From an optimization exercise on the open Yosys and OpenROAD flow, aimed at small area; shortcuts taken in it are not production practice. At most, simulation tests tie the RTL to the original design; equivalence was not proved. Function not checked in runs 2 and 3: the RTL went through the layout flow alone. Power figures rest on the tool's default switching activity, not on a simulated workload.

## flow/design.v

```verilog
module PWM_gen_x (
    input clk,
    input reset,
    input [11:0] num_1,
    input [11:0] num_2,
    output reg PWM
);
    reg [12:0] sav_num;
    always @(posedge clk, posedge reset) begin
        if (reset) begin
            sav_num <= 13'd0;
            PWM <= 1'b0;
        end else begin
            PWM <= sav_num[12];
            sav_num <= sav_num[11:0] + num_1[11:3] + num_2[11:3] + sav_num[12];
        end
    end
endmodule
module tri_voice (
    input clk,
    input reset,
    input take,             
    input free,             
    input [7:0] note,
    input [10:0] ds_in,
    input [7:0] n1_in,
    input [10:0] ts_in,
    output busy,
    output match,
    output [9:0] num
);
    localparam [10:0] TERM = 11'h7FF;
    reg sel;
    reg [7:0] note_r;
    reg [10:0] ds, ts;
    reg [7:0] n1;
    reg [10:0] q;
    reg ph;
    reg [10:0] z;
    assign busy = sel;
    assign match = (note_r == note);
    assign num = ({10{q[10]}} | q[9:0]) ^ {10{ph}};
    wire ev = (z == TERM);
    wire [10:0] z_step = {z[9:2], z[1] ^ z[10], z[0], z[10]};
    wire rise_end = q[10] & (q[7:0] == n1);
    wire fall_end = &q[9:0];
    always @(posedge clk) begin
        if (!sel) begin
            note_r <= note;
            ds <= ds_in;
            n1 <= n1_in;
            ts <= ts_in;
        end
    end
    always @(posedge clk, posedge reset) begin
        if (reset) begin
            sel <= 1'b0;
        end else begin
            sel <= sel ? !free : take;
        end
    end
    always @(posedge clk, posedge reset) begin
        if (reset) begin
            q <= 11'd0;
            ph <= 1'b0;
        end else begin
            if (!sel || (ev && ph && q[10])) begin
                q <= 11'd0;
                ph <= 1'b0;
            end else if (ev) begin
                if (!ph && rise_end) begin
                    q <= 11'd1;
                    ph <= 1'b1;
                end else begin
                    q <= q + 11'd1;
                end
            end
        end
    end
    always @(posedge clk) begin
        if (!sel || (ev && ph && q[10]))
            z <= TERM;
        else if (ev)
            z <= (ph && fall_end) ? ts : ds;
        else
            z <= z_step;
    end
endmodule
module note_rom(input [7:0] note, output reg [10:0] ds, output reg [7:0] n1, output reg [10:0] ts);
    always @(*) begin
        case (note)
            8'h18: begin ds = 11'd35; n1 = 8'd1; ts = 11'd131; end
            8'h19: begin ds = 11'd919; n1 = 8'd1; ts = 11'd1943; end
            8'h1A: begin ds = 11'd1376; n1 = 8'd1; ts = 11'd2028; end
            8'h1B: begin ds = 11'd660; n1 = 8'd1; ts = 11'd1147; end
            8'h1C: begin ds = 11'd1665; n1 = 8'd1; ts = 11'd370; end
            8'h1D: begin ds = 11'd1119; n1 = 8'd1; ts = 11'd1843; end
            8'h1E: begin ds = 11'd1270; n1 = 8'd1; ts = 11'd680; end
            8'h1F: begin ds = 11'd136; n1 = 8'd1; ts = 11'd20; end
            8'h20: begin ds = 11'd1605; n1 = 8'd1; ts = 11'd1415; end
            8'h21: begin ds = 11'd1940; n1 = 8'd1; ts = 11'd1884; end
            8'h22: begin ds = 11'd696; n1 = 8'd2; ts = 11'd1066; end
            8'h23: begin ds = 11'd1909; n1 = 8'd1; ts = 11'd1399; end
            8'h24: begin ds = 11'd1140; n1 = 8'd1; ts = 11'd434; end
            8'h25: begin ds = 11'd706; n1 = 8'd1; ts = 11'd667; end
            8'h26: begin ds = 11'd1165; n1 = 8'd2; ts = 11'd1496; end
            8'h27: begin ds = 11'd881; n1 = 8'd1; ts = 11'd1075; end
            8'h28: begin ds = 11'd732; n1 = 8'd1; ts = 11'd221; end
            8'h29: begin ds = 11'd1644; n1 = 8'd1; ts = 11'd1072; end
            8'h2A: begin ds = 11'd180; n1 = 8'd2; ts = 11'd340; end
            8'h2B: begin ds = 11'd536; n1 = 8'd1; ts = 11'd1803; end
            8'h2C: begin ds = 11'd1589; n1 = 8'd1; ts = 11'd1856; end
            8'h2D: begin ds = 11'd1550; n1 = 8'd3; ts = 11'd1874; end
            8'h2E: begin ds = 11'd1441; n1 = 8'd3; ts = 11'd1259; end
            8'h2F: begin ds = 11'd1623; n1 = 8'd3; ts = 11'd275; end
            8'h30: begin ds = 11'd1129; n1 = 8'd3; ts = 11'd1611; end
            8'h31: begin ds = 11'd1368; n1 = 8'd3; ts = 11'd170; end
            8'h32: begin ds = 11'd125; n1 = 8'd1; ts = 11'd1157; end
            8'h33: begin ds = 11'd636; n1 = 8'd1; ts = 11'd334; end
            8'h34: begin ds = 11'd362; n1 = 8'd4; ts = 11'd64; end
            8'h35: begin ds = 11'd1037; n1 = 8'd3; ts = 11'd663; end
            8'h36: begin ds = 11'd1125; n1 = 8'd4; ts = 11'd1447; end
            8'h37: begin ds = 11'd1993; n1 = 8'd1; ts = 11'd1531; end
            8'h38: begin ds = 11'd1808; n1 = 8'd4; ts = 11'd1016; end
            8'h39: begin ds = 11'd759; n1 = 8'd5; ts = 11'd1254; end
            8'h3A: begin ds = 11'd604; n1 = 8'd3; ts = 11'd793; end
            8'h3B: begin ds = 11'd1618; n1 = 8'd4; ts = 11'd433; end
            8'h3C: begin ds = 11'd1813; n1 = 8'd3; ts = 11'd472; end
            8'h3D: begin ds = 11'd423; n1 = 8'd2; ts = 11'd898; end
            8'h3E: begin ds = 11'd1951; n1 = 8'd1; ts = 11'd2020; end
            8'h3F: begin ds = 11'd123; n1 = 8'd1; ts = 11'd1660; end
            8'h40: begin ds = 11'd1225; n1 = 8'd7; ts = 11'd252; end
            8'h41: begin ds = 11'd1021; n1 = 8'd7; ts = 11'd1346; end
            8'h42: begin ds = 11'd1155; n1 = 8'd8; ts = 11'd1868; end
            8'h43: begin ds = 11'd232; n1 = 8'd5; ts = 11'd1414; end
            8'h44: begin ds = 11'd1078; n1 = 8'd6; ts = 11'd997; end
            8'h45: begin ds = 11'd591; n1 = 8'd10; ts = 11'd1280; end
            8'h46: begin ds = 11'd922; n1 = 8'd8; ts = 11'd1215; end
            8'h47: begin ds = 11'd1772; n1 = 8'd9; ts = 11'd937; end
            8'h48: begin ds = 11'd1527; n1 = 8'd3; ts = 11'd482; end
            8'h49: begin ds = 11'd1707; n1 = 8'd2; ts = 11'd1308; end
            8'h4A: begin ds = 11'd1298; n1 = 8'd1; ts = 11'd649; end
            8'h4B: begin ds = 11'd516; n1 = 8'd7; ts = 11'd447; end
            8'h4C: begin ds = 11'd168; n1 = 8'd14; ts = 11'd635; end
            8'h4D: begin ds = 11'd645; n1 = 8'd15; ts = 11'd85; end
            8'h4E: begin ds = 11'd65; n1 = 8'd16; ts = 11'd1503; end
            8'h4F: begin ds = 11'd520; n1 = 8'd5; ts = 11'd1957; end
            8'h50: begin ds = 11'd148; n1 = 8'd15; ts = 11'd1631; end
            8'h51: begin ds = 11'd1184; n1 = 8'd10; ts = 11'd67; end
            8'h52: begin ds = 11'd1300; n1 = 8'd8; ts = 11'd1760; end
            8'h53: begin ds = 11'd177; n1 = 8'd9; ts = 11'd876; end
            8'h54: begin ds = 11'd1416; n1 = 8'd14; ts = 11'd1597; end
            8'h55: begin ds = 11'd1578; n1 = 8'd2; ts = 11'd959; end
            8'h56: begin ds = 11'd334; n1 = 8'd13; ts = 11'd1924; end
            8'h57: begin ds = 11'd1336; n1 = 8'd7; ts = 11'd31; end
            8'h58: begin ds = 11'd465; n1 = 8'd29; ts = 11'd1; end
            8'h59: begin ds = 11'd1860; n1 = 8'd30; ts = 11'd64; end
            8'h5A: begin ds = 11'd1311; n1 = 8'd32; ts = 11'd955; end
            8'h5B: begin ds = 11'd571; n1 = 8'd5; ts = 11'd1251; end
            8'h5C: begin ds = 11'd233; n1 = 8'd15; ts = 11'd1049; end
            8'h5D: begin ds = 11'd932; n1 = 8'd29; ts = 11'd190; end
            8'h5E: begin ds = 11'd1864; n1 = 8'd8; ts = 11'd1970; end
            8'h5F: begin ds = 11'd1327; n1 = 8'd31; ts = 11'd1422; end
            8'h60: begin ds = 11'd603; n1 = 8'd14; ts = 11'd739; end
            8'h61: begin ds = 11'd1206; n1 = 8'd2; ts = 11'd354; end
            8'h62: begin ds = 11'd722; n1 = 8'd39; ts = 11'd947; end
            8'h63: begin ds = 11'd1444; n1 = 8'd34; ts = 11'd777; end
            8'h64: begin ds = 11'd845; n1 = 8'd29; ts = 11'd765; end
            8'h65: begin ds = 11'd1690; n1 = 8'd30; ts = 11'd2018; end
            8'h66: begin ds = 11'd1329; n1 = 8'd32; ts = 11'd612; end
            8'h67: begin ds = 11'd615; n1 = 8'd39; ts = 11'd183; end
            8'h68: begin ds = 11'd1230; n1 = 8'd52; ts = 11'd793; end
            8'h69: begin ds = 11'd409; n1 = 8'd69; ts = 11'd1074; end
            8'h6A: begin ds = 11'd409; n1 = 8'd8; ts = 11'd1182; end
            8'h6B: begin ds = 11'd818; n1 = 8'd31; ts = 11'd1397; end
            default: begin ds = 11'd2045; n1 = 8'd226; ts = 11'd855; end
        endcase
    end
endmodule
module tri_track (
    input clk,
    input reset,
    input on,
    input valid,
    input on_off,
    input [7:0] note,
    output [11:0] num
);
    wire [10:0] ds, ts;
    wire [7:0] n1;
    wire [3:0] busy, match;
    wire [9:0] num_1, num_2, num_3, num_4;
    wire note_on = valid & on_off;
    wire note_off = valid & ~on_off;
    wire [3:0] take = {note_on & busy[0] & busy[1] & busy[2] & ~busy[3],
                       note_on & busy[0] & busy[1] & ~busy[2],
                       note_on & busy[0] & ~busy[1],
                       note_on & ~busy[0]};
    wire [3:0] free = {4{note_off}} & match;
    note_rom rom(.note(note), .ds(ds), .n1(n1), .ts(ts));
    tri_voice v1(.clk(clk), .reset(reset), .take(take[0]), .free(free[0]), .note(note),
                 .ds_in(ds), .n1_in(n1), .ts_in(ts), .busy(busy[0]), .match(match[0]), .num(num_1));
    tri_voice v2(.clk(clk), .reset(reset), .take(take[1]), .free(free[1]), .note(note),
                 .ds_in(ds), .n1_in(n1), .ts_in(ts), .busy(busy[1]), .match(match[1]), .num(num_2));
    tri_voice v3(.clk(clk), .reset(reset), .take(take[2]), .free(free[2]), .note(note),
                 .ds_in(ds), .n1_in(n1), .ts_in(ts), .busy(busy[2]), .match(match[2]), .num(num_3));
    tri_voice v4(.clk(clk), .reset(reset), .take(take[3]), .free(free[3]), .note(note),
                 .ds_in(ds), .n1_in(n1), .ts_in(ts), .busy(busy[3]), .match(match[3]), .num(num_4));
    assign num = on ? (num_1 + num_2 + num_3 + num_4) : 12'd0;
endmodule
module wave_synth(
    input clk,
    input rst,
    input on,
    input valid_1,
    input on_off_1,
    input [7:0] note_1,
    input valid_2,
    input on_off_2,
    input [7:0] note_2,
    output [11:0] num_track_1,
    output [11:0] num_track_2,
    output pwm
);
    tri_track track_1(.clk(clk), .reset(rst), .on(on), .valid(valid_1), .on_off(on_off_1),
                      .note(note_1), .num(num_track_1));
    tri_track track_2(.clk(clk), .reset(rst), .on(on), .valid(valid_2), .on_off(on_off_2),
                      .note(note_2), .num(num_track_2));
    PWM_gen_x all_track(.clk(clk), .reset(rst), .num_1(num_track_1), .num_2(num_track_2), .PWM(pwm));
endmodule
```

## flow/run.sh

```bash
#!/bin/bash
# synth_recipe.tcl (not shown) runs the flow's synth.tcl, then flattens the netlist and writes it again
# the make line also repeats each setting of config.mk as NAME=value (left out here)
make -C /OpenROAD-flow-scripts/flow DESIGN_CONFIG=/design/flow/config.mk WORK_HOME=/design/flow/orfs CLKGATE_MAP_FILE= SYNTH_SCRIPT=/design/flow/synth_recipe.tcl finish
```

## flow/config.mk

```make
export PLATFORM = sky130hd
export DESIGN_NAME = wave_synth
export DESIGN_NICKNAME = wave_synth
export VERILOG_FILES = /design/flow/design.v
export SDC_FILE = /design/flow/constraint.sdc
export NUM_CORES = 4
export LEC_CHECK = 0
export CAP_MARGIN = 20
export CORE_MARGIN = 2
export CORE_UTILIZATION = 30
export SLEW_MARGIN = 20
```

## flow/constraint.sdc

```tcl
create_clock -name core_clock -period 200.0 [get_ports {clk}]
set_input_delay 40.0000 -clock core_clock [delete_from_list [all_inputs] [get_ports {clk}]]
set_output_delay 40.0000 -clock core_clock [all_outputs]
set_load 0.01 [all_outputs]
```

==> run_results.csv, run 1 <==
group,metric,value,unit
floorplanning,num_rows,118,
layout,syn_to_final_growth,10.4,%
global_routing,track_usage,17.5,%
worst_setup_path,critPathRequiredTime,160.00,ns
layout,nets,3485,
sta,holdWs,0.395,ns
yosys,synth_flop_cell,"edfxtp_1",
cts,h-tree-depth,2,
outcome,status,"no timing/DRC/antenna violations",
yosys,async_reset_ff_share,23.1,%
cts,clock_latency,0.60,ns
worst_setup_path,path_common_cell,"clkdlybuf4s50_1",
cts,path_clk_slew,0.06,ns
yosys,ys_top_cells_by_area,"edfxtp_1 29%, dfrtp_1 9.4%, dfxtp_1 5.6%, xnor2_1 5.2%, o21ai_0 4.7%",
global_routing,grt_pass1_wl,149,mm
cts,clockBufferDepth,3,
power_and_ir_drop,p_int,0.000205,W
drt,drtAntennaViolNets,0,
floorplanning,core,0.104,mm²
yosys,synth.distinct_cells,77,
yosys,ys_warn_count,3,
sta,clock.fmax,0.0122,GHz
layout,multi_input_area,0.0164,mm²
yosys,synth_top_cell_by_area,"edfxtp_1",
power_and_ir_drop,p_leak,12.7,nW
yosys,yosysMostFrequentCell,"nand2_1",
worst_setup_path,worstSetupStartpointType,"input pin",
cts,numCtsBuffers,53,
global_routing,grt_overflow,0,
floorplanning,io_pins,48,
layout,largest_reg_flops,13,
worst_setup_path,cp_slowest_stage_delay,0.61,ns
floorplanning,die-area,0.108,mm²
worst_setup_path,cp-end-kind,"primary output",
cts,post_cts_buffers,0,
power_and_ir_drop,pwr-share-comb,20.0,%
sta,tns,0,ns
worst_setup_path,crit_slowest_cell,"clkdlybuf4s50_1",
drt,vias,26400,
drt,drt_first_pass_iters,6,
drt,routed_wire_length_per_instance,20.3,µm
worst_setup_path,critPathTopFamily,"buffers and inverters",
hold_path,worstHoldPathCells,0,
worst_setup_path,criticalPathCategory,"in2out",
sta,period_share,40.9,%
yosys,syn-cell-area,0.0315,mm²
sta,skew,0.0141,ns
yosys,synth_top_area_share,29.0,%
sta,slew_headroom,24.6,%
global_routing,grt_pass1_vias,24500,
layout,ff_latch_area,0.0138,mm²
worst_setup_path,ff2ff_setup_slack,193.24,ns
hold_path,min_path_type,"reg2reg",
drt,detail_route.wirelength,96.8,mm
layout,regMostFlops,"all_track.sav_num",
cts,cts-root-buf,"clkbuf_16",
worst_setup_path,r2r_cells,23,
worst_setup_path,crit_chain,"clkdlybuf4s50_1 > buf_4 > nor3b_1 > clkdlybuf4s50_1",
layout,fillers,10600,
cts,cts_num_sinks,510,
worst_setup_path,cp.depth,4,
yosys,synth_edf_count,304,
place,place.gp.congestion,0.971,
cts,cts-resized-gates,0,
yosys,ys_seq_elements,510,
sta,min_period,81.71,ns
yosys,post_synth.cell_area_avg,9.17,µm²
power_and_ir_drop,switchingPower,0.0000861,W
sta,drv_slew,0,
worst_setup_path,crit_buf_inv,3,
worst_setup_path,cp_max_fo,29,
floorplanning,dieHeight,328,µm
power_and_ir_drop,seqPwrFrac,47.1,%
drt,remaining_drc_errors,0,
drt,detail_route.iter0.violations,3184,
power_and_ir_drop,power.share.clock,32.8,%
drt,vias_per_cell,5.55,
power_and_ir_drop,powerDensity,8.38,mW/mm²
layout,instances_no_fill,4761,
global_routing,antenna_found_initial,5,
global_routing,grt_max_degree,79,
yosys,yosys-top-cells-count,"358 x nand2_1, 304 x edfxtp_1, 298 x o21ai_0, 275 x nor2_1, 240 x a21oi_1",
sta,finalSetupViolations,0,
place,port_buffers,47,
yosys,synth-seq-area-share,43.9,%
cts,cts_tree,"yes",
sta,tightest_slew,1.13,ns
place,post-place-cells,4660,
sta,hold_viol,0,
layout,drive_gt1_share,6.45,%
power_and_ir_drop,swShare,29.5,%
place,dp_hpwl,65.7,mm
cts,ctsHoldBuffers,0,
sta,rsz0062_at_grt,"false",
worst_setup_path,arrival,41.71,ns
power_and_ir_drop,peakVddDrop,6.34,µV
run,max_cap_viol_count,0,
yosys,postSynthCellCount,3437,
floorplanning,initial_core_util,30.4,%
yosys,syn_nets,3586,
floorplanning,die_w,328,µm
## metal layers
layer	GRT usage [%]	wire, µm	up-vias
met5	0	42	-
met4	6.91	3840	8
met3	3.48	8310	276
met2	25.8	41000	1267
met1	25.0	43600	12600
li1	-	-	12200
## power by group through the flow
stage | registers [W] | clock network (W) | logic (W)
final | 0.000137 | 0.0000956 | 0.0000584
after global routing | 0.000139 | 0.000102 | 0.0000646
after CTS | 0.000137 | 0.0000982 | 0.0000576
after detailed placement | 0.000139 | 0 | 0.0000573
after global placement | 0.000139 | 0 | 0.0000569
after floorplan | 0.000136 | 0 | 0.0000403
## worst paths after layout
kind | end | from
max in group asynchronous | track_1.v1.q[3]$_DFFE_PP0P_ | rst
min reg2reg | all_track.PWM$_DFF_PP0_ | all_track.sav_num[12]$_DFF_PP0_
max reg2reg | all_track.sav_num[12]$_DFF_PP0_ | track_1.v1.ph$_DFFE_PP0P_
max | num_track_2[3] | on
min | all_track.PWM$_DFF_PP0_ | all_track.sav_num[12]$_DFF_PP0_
min in group asynchronous | track_2.v1.sel$_DFF_PP0_ | rst
## cell type report
| cell class | instances | share of cell area (%) |
|---|---|---|
| inverters | 92 | 1.01 |
| well taps | 1380 | 4.96 |
| clock inverters | 25 | 0.590 |
| multi-input cells | 2584 | 47.1 |
| clock buffers | 74 | 4.26 |
| flip-flops and latches | 510 | 39.8 |
| repair buffers | 95 | 2.30 |
| diodes | 1 | 0.00720 |
## per-stage QoR
stage | utilization, % | instance area (µm²) | worst slack [ns] | total power, W
floorplan | - | 31500 | 119.51 | 0.000177
global placement | 31.9 | 33100 | 118.32 | 0.000196
detailed placement | 31.9 | 33100 | 118.26 | 0.000197
CTS | 33.5 | 34700 | 118.24 | 0.000293
global route | 33.5 | 34800 | 118.13 | 0.000306
finish | 33.5 | 34800 | 118.29 | 0.000291
## cells by family after synthesis
logic type               after synthesis  synth area share (%)
buffers and inverters                343                  4.17
adder cells (fa/ha/maj)              127                  5.84
AO/OA/AOI/OAI                        972                  19.4
AND/OR/NAND/NOR                     1167                  17.4
XOR/XNOR                             256                  7.11
flip-flops                           510                  43.9
multiplexers                          62                  2.14
## placed cells by master, fill, tap and decap left out, types with 21 or more instances in the layout
cell / instances
nor4_1: 35
o31ai_1: 39
and3_1: 40
a22oi_1: 24
xor2_1: 70
and2_1: 28
a31oi_1: 40
nor2_1: 275
edfxtp_1: 304
o21ai_0: 296
a211oi_1: 23
clkdlybuf4s50_1: 36
or3_1: 25
a21oi_1: 240
nor2b_1: 61
clkbuf_16: 54
buf_4: 51
a21o_1: 56
o211ai_1: 32
o21a_1: 21
ha_1: 92
nand2_1: 358
nor3_1: 101
nand2b_1: 59
dfxtp_1: 88
nand3_1: 104
mux2_2: 42
inv_1: 82
fa_1: 34
dfrtp_1: 118
nand4_1: 40
xnor2_1: 186
==> run 2: changes to the inputs <==
--- a/flow/design.v
+++ b/flow/design.v
@@ -6,13 +6,24 @@
     output reg PWM
 );
     reg [12:0] sav_num;
+    wire [8:0] x = num_1[11:3], y = num_2[11:3];
+    wire [11:0] a = sav_num[11:0];
+    wire [12:0] s1 = {1'b0, a ^ {3'b0, x} ^ {3'b0, y}};
+    wire [12:0] c1 = {(a & {3'b0, x}) | ({3'b0, y} & (a ^ {3'b0, x})), sav_num[12]};
+    wire [13:0] rc;
+    assign rc[0] = 1'b0;
+    genvar gi;
+    generate for (gi = 0; gi < 13; gi = gi + 1) begin : rca
+        assign rc[gi+1] = (s1[gi] & c1[gi]) | (rc[gi] & (s1[gi] ^ c1[gi]));
+    end endgenerate
+    wire [12:0] acc_next = s1 ^ c1 ^ rc[12:0];
     always @(posedge clk, posedge reset) begin
         if (reset) begin
             sav_num <= 13'd0;
             PWM <= 1'b0;
         end else begin
             PWM <= sav_num[12];
-            sav_num <= sav_num[11:0] + num_1[11:3] + num_2[11:3] + sav_num[12];
+            sav_num <= acc_next;
         end
     end
 endmodule
@@ -40,6 +51,13 @@
     assign busy = sel;
     assign match = (note_r == note);
     assign num = ({10{q[10]}} | q[9:0]) ^ {10{ph}};
+    wire [11:0] qc;
+    assign qc[0] = 1'b1;
+    genvar gi;
+    generate for (gi = 0; gi < 11; gi = gi + 1) begin : inc
+        assign qc[gi+1] = qc[gi] & q[gi];
+    end endgenerate
+    wire [10:0] q_inc = q ^ qc[10:0];
     wire ev = (z == TERM);
     wire [10:0] z_step = {z[9:2], z[1] ^ z[10], z[0], z[10]};
     wire rise_end = q[10] & (q[7:0] == n1);
@@ -72,7 +90,7 @@
                     q <= 11'd1;
                     ph <= 1'b1;
                 end else begin
-                    q <= q + 11'd1;
+                    q <= q_inc;
                 end
             end
         end
@@ -206,7 +224,20 @@
                  .ds_in(ds), .n1_in(n1), .ts_in(ts), .busy(busy[2]), .match(match[2]), .num(num_3));
     tri_voice v4(.clk(clk), .reset(reset), .take(take[3]), .free(free[3]), .note(note),
                  .ds_in(ds), .n1_in(n1), .ts_in(ts), .busy(busy[3]), .match(match[3]), .num(num_4));
-    assign num = on ? (num_1 + num_2 + num_3 + num_4) : 12'd0;
+    wire [9:0] s1 = num_1 ^ num_2 ^ num_3;
+    wire [9:0] c1 = (num_1 & num_2) | (num_3 & (num_1 ^ num_2));
+    wire [10:0] s2 = {1'b0, s1} ^ {c1, 1'b0} ^ {1'b0, num_4};
+    wire [10:0] c2 = ({1'b0, s1} & {c1, 1'b0}) | ({1'b0, num_4} & ({1'b0, s1} ^ {c1, 1'b0}));
+    wire [12:0] rc;
+    wire [11:0] a = {1'b0, s2};
+    wire [11:0] b = {c2, 1'b0};
+    assign rc[0] = 1'b0;
+    genvar gi;
+    generate for (gi = 0; gi < 12; gi = gi + 1) begin : rca
+        assign rc[gi+1] = (a[gi] & b[gi]) | (rc[gi] & (a[gi] ^ b[gi]));
+    end endgenerate
+    wire [11:0] sum = a ^ b ^ rc[11:0];
+    assign num = on ? sum : 12'd0;
 endmodule
 module wave_synth(
     input clk,
--- a/flow/config.mk
+++ b/flow/config.mk
@@ -7,5 +7,6 @@
 export LEC_CHECK = 0
 export CAP_MARGIN = 20
 export CORE_MARGIN = 2
-export CORE_UTILIZATION = 30
+export CORE_UTILIZATION = 50
+export CTS_BUF_LIST = sky130_fd_sc_hd__clkbuf_2
 export SLEW_MARGIN = 20
==> run_results.csv, run 2 <==
group,metric,value,unit
outcome,status,"no timing/DRC/antenna violations",
global_routing,grt_max_degree,79,
global_routing,antenna_found_initial,3,
global_routing,grt_overflow,0,
worst_setup_path,r2r_end,"all_track.sav_num[11]$_DFF_PP0_",
sta,tns,0,ns
layout,syn_to_final_growth,7.20,%
sta,min_period,81.83,ns
sta,skew,0.0769,ns
sta,hold_viol,0,
sta,drv_slew,0,
yosys,syn-cell-area,0.0303,mm²
layout,largest_reg_flops,13,
sta,finalSetupViolations,0,
yosys,synth_top_family_by_area,"compound AO/OA/AOI/OAI gates",
power_and_ir_drop,powerDensity,7.92,mW/mm²
yosys,ys_warn_count,3,
layout,drive_gt1_share,10.7,%
yosys,synth-compound-area-share,17.0,%
sta,rsz0062_at_grt,"false",
worst_setup_path,arrival,41.83,ns
drt,drt_first_pass_iters,6,
yosys,synthSimpleGateAreaFrac,13.6,%
cts,ctsHoldBuffers,0,
drt,vias,24100,
cts,path_clk_slew,0.11,ns
place,dp_hpwl,66.4,mm
cts,cts-root-buf,"clkbuf_2",
floorplanning,num_rows,90,
drt,remaining_drc_errors,0,
hold_path,min_path_type,"reg2reg",
floorplanning,dieHeight,250,µm
floorplanning,die-area,0.0627,mm²
cts,cts-resized-gates,0,
drt,routed_wire_length_per_instance,24.6,µm
drt,detail_route.wirelength,95.4,mm
yosys,syn_nets,3192,
yosys,synth_top_cell_by_area,"edfxtp_1",
hold_path,worstHoldPathCells,2,
yosys,postSynthCellCount,2982,
floorplanning,die_w,250,µm
layout,final_common_cell,"edfxtp_1",
floorplanning,core,0.0601,mm²
yosys,synth-xor-area-share,6.24,%
cts,h-tree-depth,3,
floorplanning,initial_core_util,50.4,%
yosys,yosys-top-cells-count,"304 x edfxtp_1, 287 x nand2_1, 206 x o21ai_0, 204 x nor2_1, 167 x a21oi_1",
hold_path,min_from,"track_1.v4.z[9]$_SDFF_PN1_",
drt,detail_route.iter0.violations,2607,
cts,cts_num_sinks,510,
yosys,yosysMostFrequentCell,"edfxtp_1",
global_routing,grt_pass1_wl,145,mm
cts,numCtsBuffers,118,
worst_setup_path,critPathRequiredTime,160.00,ns
worst_setup_path,criticalPathCategory,"in2out",
layout,final_cell_mix,"304 x edfxtp_1, 287 x nand2_1, 204 x nor2_1",
floorplanning,io_pins,48,
cts,clockBufferDepth,3,
worst_setup_path,r2r_start,"track_2.v2.ph$_DFFE_PP0P_",
layout,nets,3201,
yosys,ys_seq_elements,510,
global_routing,track_usage,30.4,%
layout,fin_util,54.1,%
cts,post_cts_buffers,0,
worst_setup_path,worstSetupStartpointType,"input pin",
yosys,synthMuxAreaShare,3.46,%
worst_setup_path,r2r_cells,25,
hold_path,holdPathEnd,"track_1.v4.z[10]$_SDFF_PN1_",
cts,clock_latency,1.10,ns
cts,cts_tree,"yes",
layout,regMostFlops,"all_track.sav_num",
yosys,synth_top_area_share,30.1,%
yosys,ys_top_cells_by_area,"edfxtp_1 30%, dfrtp_1 9.7%, dfxtp_1 5.8%, fa_1 4.9%, ha_1 4.7%",
yosys,async_reset_ff_share,23.1,%
global_routing,grt_pass1_vias,23400,
sta,period_share,40.9,%
yosys,synth.distinct_cells,91,
worst_setup_path,cp-end-kind,"primary output",
yosys,synth-seq-area-share,45.6,%
power_and_ir_drop,peakVddDrop,4.23,µV
drt,vias_per_cell,6.22,
worst_setup_path,cp_max_fo,24,
yosys,yosys.area_share.adder,9.58,%
place,place.gp.congestion,0.992,
yosys,post_synth.cell_area_avg,10.2,µm²
drt,drtAntennaViolNets,0,
yosys,synth_flop_cell,"edfxtp_1",
sta,slew_headroom,19.5,%
sta,clock.fmax,0.0122,GHz
power_and_ir_drop,p_leak,12.9,nW
layout,fillers,5441,
yosys,synth_edf_count,304,
run,max_cap_viol_count,0,
place,port_buffers,47,
sta,tightest_slew,1.21,ns
worst_setup_path,ff2ff_setup_slack,191.06,ns
run 2: cell count changes in the layout (fill, tap and decap cells not counted), moves of 42 or more:
cell       change
o21ai_0       -93
nor2_1        -71
nand2_1       -71
nand3_1       -42
xnor2_1       -65
nor3_1        -61
clkbuf_16     -54
clkbuf_2     +159
a21oi_1       -73
run 2: metrics by stage:
stage | instance area (µm²) | hold WS [ns] | total power, W | std cells | worst slack [ns]
2_1_floorplan | 30300 | 0.360 | 0.000170 | 2982 | 119.51
3_3_place_gp | 31300 | 0.396 | 0.000187 | 3652 | 118.25
3_5_place_dp | 31300 | 0.398 | 0.000189 | 3652 | 118.18
4_1_cts | 32500 | 0.371 | 0.000259 | 3877 | 118.18
5_1_grt | 32500 | 0.417 | 0.000272 | 3881 | 118.06
6_report | 32500 | 0.414 | 0.000258 | 3881 | 118.17
run 2: cell families after synthesis:
family | count (synthesis)
compound gates | 773
xor+xnor | 216
fa+ha+maj | 188
buf+inv | 328
simple gates | 869
flops | 510
mux | 98
run 2: worst max-delay path by stage:
stage,from,end,slack [ns],cells after the start
2_1_floorplan,on,num_track_1[6],119.51,3
6_report,on,num_track_2[5],118.17,4
3_3_place_gp,on,num_track_2[5],118.25,4
5_1_grt,on,num_track_2[5],118.06,4
4_1_cts,on,num_track_2[5],118.18,4
3_5_place_dp,on,num_track_2[5],118.18,4
run 2: final cells by class:
| cell class | instances | area [µm²] | share of cell area (%) |
|---|---|---|---|
| inverters | 120 | 455 | 1.40 |
| clock buffers | 159 | 796 | 2.45 |
| well taps | 782 | 978 | 3.01 |
| diodes | 3 | 7.51 | 0.0231 |
| clock inverters | 66 | 410 | 1.26 |
| multi-input cells | 2144 | 15200 | 46.8 |
| repair buffers | 97 | 811 | 2.49 |
| flip-flops and latches | 510 | 13800 | 42.6 |
run 2: worst max-delay path: stages:
cell	delay [ns]
clkdlybuf4s50_1	0.93
nand2_1	0.26
inv_1	0.10
clkdlybuf4s50_1	0.53
run 2: layer usage:
| metal | GRT usage (%) | up-vias | wire [µm] |
|---|---|---|---|
| met5 | 0 | - | 0 |
| met4 | 12.5 | 0 | 3640 |
| met3 | 5.63 | 231 | 7520 |
| met2 | 45.7 | 1092 | 42300 |
| met1 | 43.5 | 11900 | 41900 |
| li1 | - | 10900 | - |
run 2: where the power goes:
group | total [W] | switching (W) | internal, W
combinational | 0.0000514 | 0.0000327 | 0.0000187
clock | 0.0000701 | 0.0000412 | 0.0000289
sequential | 0.000136 | 0.00000868 | 0.000127
total | 0.000258 | 0.0000826 | 0.000175
==> run 3: changes to the inputs <==
--- a/flow/config.mk
+++ b/flow/config.mk
@@ -8,5 +8,5 @@
 export CAP_MARGIN = 20
 export CORE_MARGIN = 2
 export CORE_UTILIZATION = 50
-export CTS_BUF_LIST = sky130_fd_sc_hd__clkbuf_2
+export CTS_BUF_LIST = sky130_fd_sc_hd__clkbuf_4
 export SLEW_MARGIN = 20
==> run_results.csv, run 3 <==
group,metric,value,unit
yosys,synthMuxAreaShare,3.46,%
yosys,ys_warn_count,3,
yosys,synth_top_family_by_area,"compound AO/OA/AOI/OAI gates",
sta,finalSetupViolations,0,
sta,drv_slew,0,
worst_setup_path,cp_max_fo,24,
yosys,synth_top_area_share,30.1,%
sta,min_period,81.82,ns
global_routing,grt_pass1_vias,23600,
place,place.gp.congestion,0.992,
cts,path_clk_slew,0.06,ns
sta,rsz0062_at_grt,"false",
cts,h-tree-depth,4,
yosys,ys_seq_elements,510,
yosys,synth-compound-area-share,17.0,%
yosys,yosysMostFrequentCell,"edfxtp_1",
yosys,syn-cell-area,0.0303,mm²
yosys,postSynthCellCount,2982,
layout,nets,3213,
cts,ctsHoldBuffers,0,
cts,clockBufferDepth,3,
floorplanning,core,0.0601,mm²
drt,drtAntennaViolNets,0,
yosys,yosys.area_share.adder,9.58,%
layout,multi_input_area,0.0152,mm²
run,max_cap_viol_count,0,
drt,drt_first_pass_iters,6,
sta,slew_headroom,19.1,%
yosys,yosys-top-cells-count,"304 x edfxtp_1, 287 x nand2_1, 206 x o21ai_0, 204 x nor2_1, 167 x a21oi_1",
cts,cts_tree,"yes",
global_routing,antenna_found_initial,2,
sta,hold_viol,0,
yosys,synth_top_cell_by_area,"edfxtp_1",
floorplanning,die-area,0.0627,mm²
worst_setup_path,arrival,41.82,ns
place,port_buffers,47,
power_and_ir_drop,p_leak,13.1,nW
worst_setup_path,worstSetupStartpointType,"input pin",
floorplanning,io_pins,48,
sta,tns,0,ns
layout,drive_gt1_share,12.0,%
sta,clock.fmax,0.0122,GHz
layout,final_common_cell,"edfxtp_1",
yosys,syn_nets,3192,
drt,detail_route.wirelength,96.0,mm
drt,vias,24400,
power_and_ir_drop,peakVddDrop,4.80,µV
drt,top_layer_used,"met4",
cts,cts-resized-gates,0,
sta,tightest_slew,1.20,ns
layout,ff_latch_area,0.0138,mm²
hold_path,min_path_type,"reg2reg",
cts,numCtsBuffers,130,
drt,remaining_drc_errors,0,
floorplanning,dieHeight,250,µm
cts,clock_latency,0.87,ns
layout,final_cell_mix,"304 x edfxtp_1, 287 x nand2_1, 212 x clkbuf_4",
global_routing,grt_pass1_wl,146,mm
floorplanning,num_rows,90,
yosys,synth_edf_count,304,
outcome,status,"no timing/DRC/antenna violations",
worst_setup_path,criticalPathCategory,"in2out",
drt,drt-met1-wl,42.0,mm
cts,cts_num_sinks,510,
sta,layout_setup_ws,118.18,ns
yosys,post_synth.cell_area_avg,10.2,µm²
drt,route.met3.wl,7.79,mm
place,post-place-ws,118.18,ns
drt,routed_wire_length_per_instance,24.6,µm
layout,largest_reg_flops,13,
cts,post_cts_buffers,0,
power_and_ir_drop,powerDensity,8.58,mW/mm²
layout,fillers,5341,
sta,period_share,40.9,%
yosys,synthSimpleGateAreaFrac,13.6,%
floorplanning,die_w,250,µm
drt,detail_route.iter0.violations,2658,
global_routing,track_usage,30.5,%
cts,cts-root-buf,"clkbuf_4",
sta,skew,0.0650,ns
yosys,synth.distinct_cells,91,
yosys,ys_top_cells_by_area,"edfxtp_1 30%, dfrtp_1 9.7%, dfxtp_1 5.8%, fa_1 4.9%, ha_1 4.7%",
yosys,synth_flop_cell,"edfxtp_1",
layout,regMostFlops,"all_track.sav_num",
worst_setup_path,critPathRequiredTime,160.00,ns
layout,syn_to_final_growth,9.36,%
drt,vias_per_cell,6.25,
place,dp_hpwl,66.4,mm
yosys,async_reset_ff_share,23.1,%
drt,routed-wl-met2,42.7,mm
yosys,synth-xor-area-share,6.24,%
yosys,synth-seq-area-share,45.6,%
floorplanning,initial_core_util,50.4,%
worst_setup_path,cp-end-kind,"primary output",
global_routing,grt_overflow,0,
global_routing,grt_max_degree,79,
run 3: path summary, 6_finish.rpt:
path / start / end / cells after the start / slack [ns]
worst max-delay path: on / num_track_2[5] / 4 / 118.18
worst min register to register: all_track.sav_num[12]$_DFF_PP0_ / all_track.PWM$_DFF_PP0_ / 0 / 0.41
min in group asynchronous: rst / all_track.sav_num[12]$_DFF_PP0_ / 2 / 39.65
worst min-delay path: all_track.sav_num[12]$_DFF_PP0_ / all_track.PWM$_DFF_PP0_ / 0 / 0.41
max in group asynchronous: rst / track_1.v3.q[0]$_DFFE_PP0P_ / 3 / 159.06
worst max register to register: track_2.v3.ph$_DFFE_PP0P_ / all_track.sav_num[11]$_DFF_PP0_ / 25 / 191.14
run 3: per-stage QoR:
step,instances,hold WS [ns],power [W],utilization (%),instance area (µm²)
finish,3896,0.406,0.000285,55.2,33200
global route,3894,0.432,0.000299,55.2,33200
detailed placement,3652,0.398,0.000189,52.0,31300
CTS,3892,0.418,0.000286,55.1,33100
global placement,3652,0.396,0.000187,52.0,31300
floorplan,2982,0.360,0.000170,-,30300
run 3: cell families after synthesis:
family                   after synthesis
AND/OR/NAND/NOR                      869
adder cells (fa/ha/maj)              188
flip-flops                           510
AO/OA/AOI/OAI                        773
multiplexers                          98
buffers and inverters                328
XOR/XNOR                             216
run 3: cell type report:
type,count,share of cell area (%)
diodes,3,0.0226
clock buffers,211,4.77
clock inverters,29,0.841
inverters,120,1.37
multi-input cells,2144,45.9
flip-flops and latches,510,41.7
well taps,782,2.95
repair buffers,97,2.44
run 3: where the power goes:
part	internal [W]	switching, W	total [W]	leakage (nW)
Sequential	0.000128	0.00000864	0.000136	5.03
Combinational	0.0000187	0.0000328	0.0000515	6.95
Clock	0.0000556	0.0000413	0.0000969	1.11
Total	0.000202	0.0000827	0.000285	13.1
run 3: worst max-delay path, cell delays in order:
cell             delay, ns
clkdlybuf4s50_1       0.93
nand2_1               0.25
inv_1                 0.10
clkdlybuf4s50_1       0.53
run 3: per-layer routing:
layer | GRT usage, % | vias to the layer above
met2 | 45.9 | 1183
li1 | - | 11000
met3 | 5.82 | 241
met5 | 0 | -
met1 | 43.3 | 12000
met4 | 12.9 | 0

[port drivers added, routing unchanged]
The flow's constraints put no driver on any port. The routed layouts listed below were extracted and timed again, unchanged, in two steps. Step 1 sets driving cells, clkbuf_16 on the clock port and buf_2 on the other inputs (assumed; they add their load-dependent delay and slew). Step 2 moves the port delays by t, midway between the first and last clock arrival at a register: inputs arrive t later, outputs are due t later. That takes back most of the time a late clock gives input paths. a / b / c = no drivers / after step 1 / after step 2; a / b = the first two.
run	t (ns)	slack for setup (ns)	worst data-port slew with drivers (ns)	pins driven straight from the clock port
run 1	0.656	118.286 / 118.262 / 118.262	0.07	1
run 2	1.130	118.172 / 118.146 / 118.146	0.03	1
run 3	0.889	118.182 / 118.155 / 118.155	0.03	1
After both steps every run listed still meets setup and hold. For run 3, which loses most, drivers alone change the setup slack by -0.027 ns; drivers and shift together by -0.027 ns.
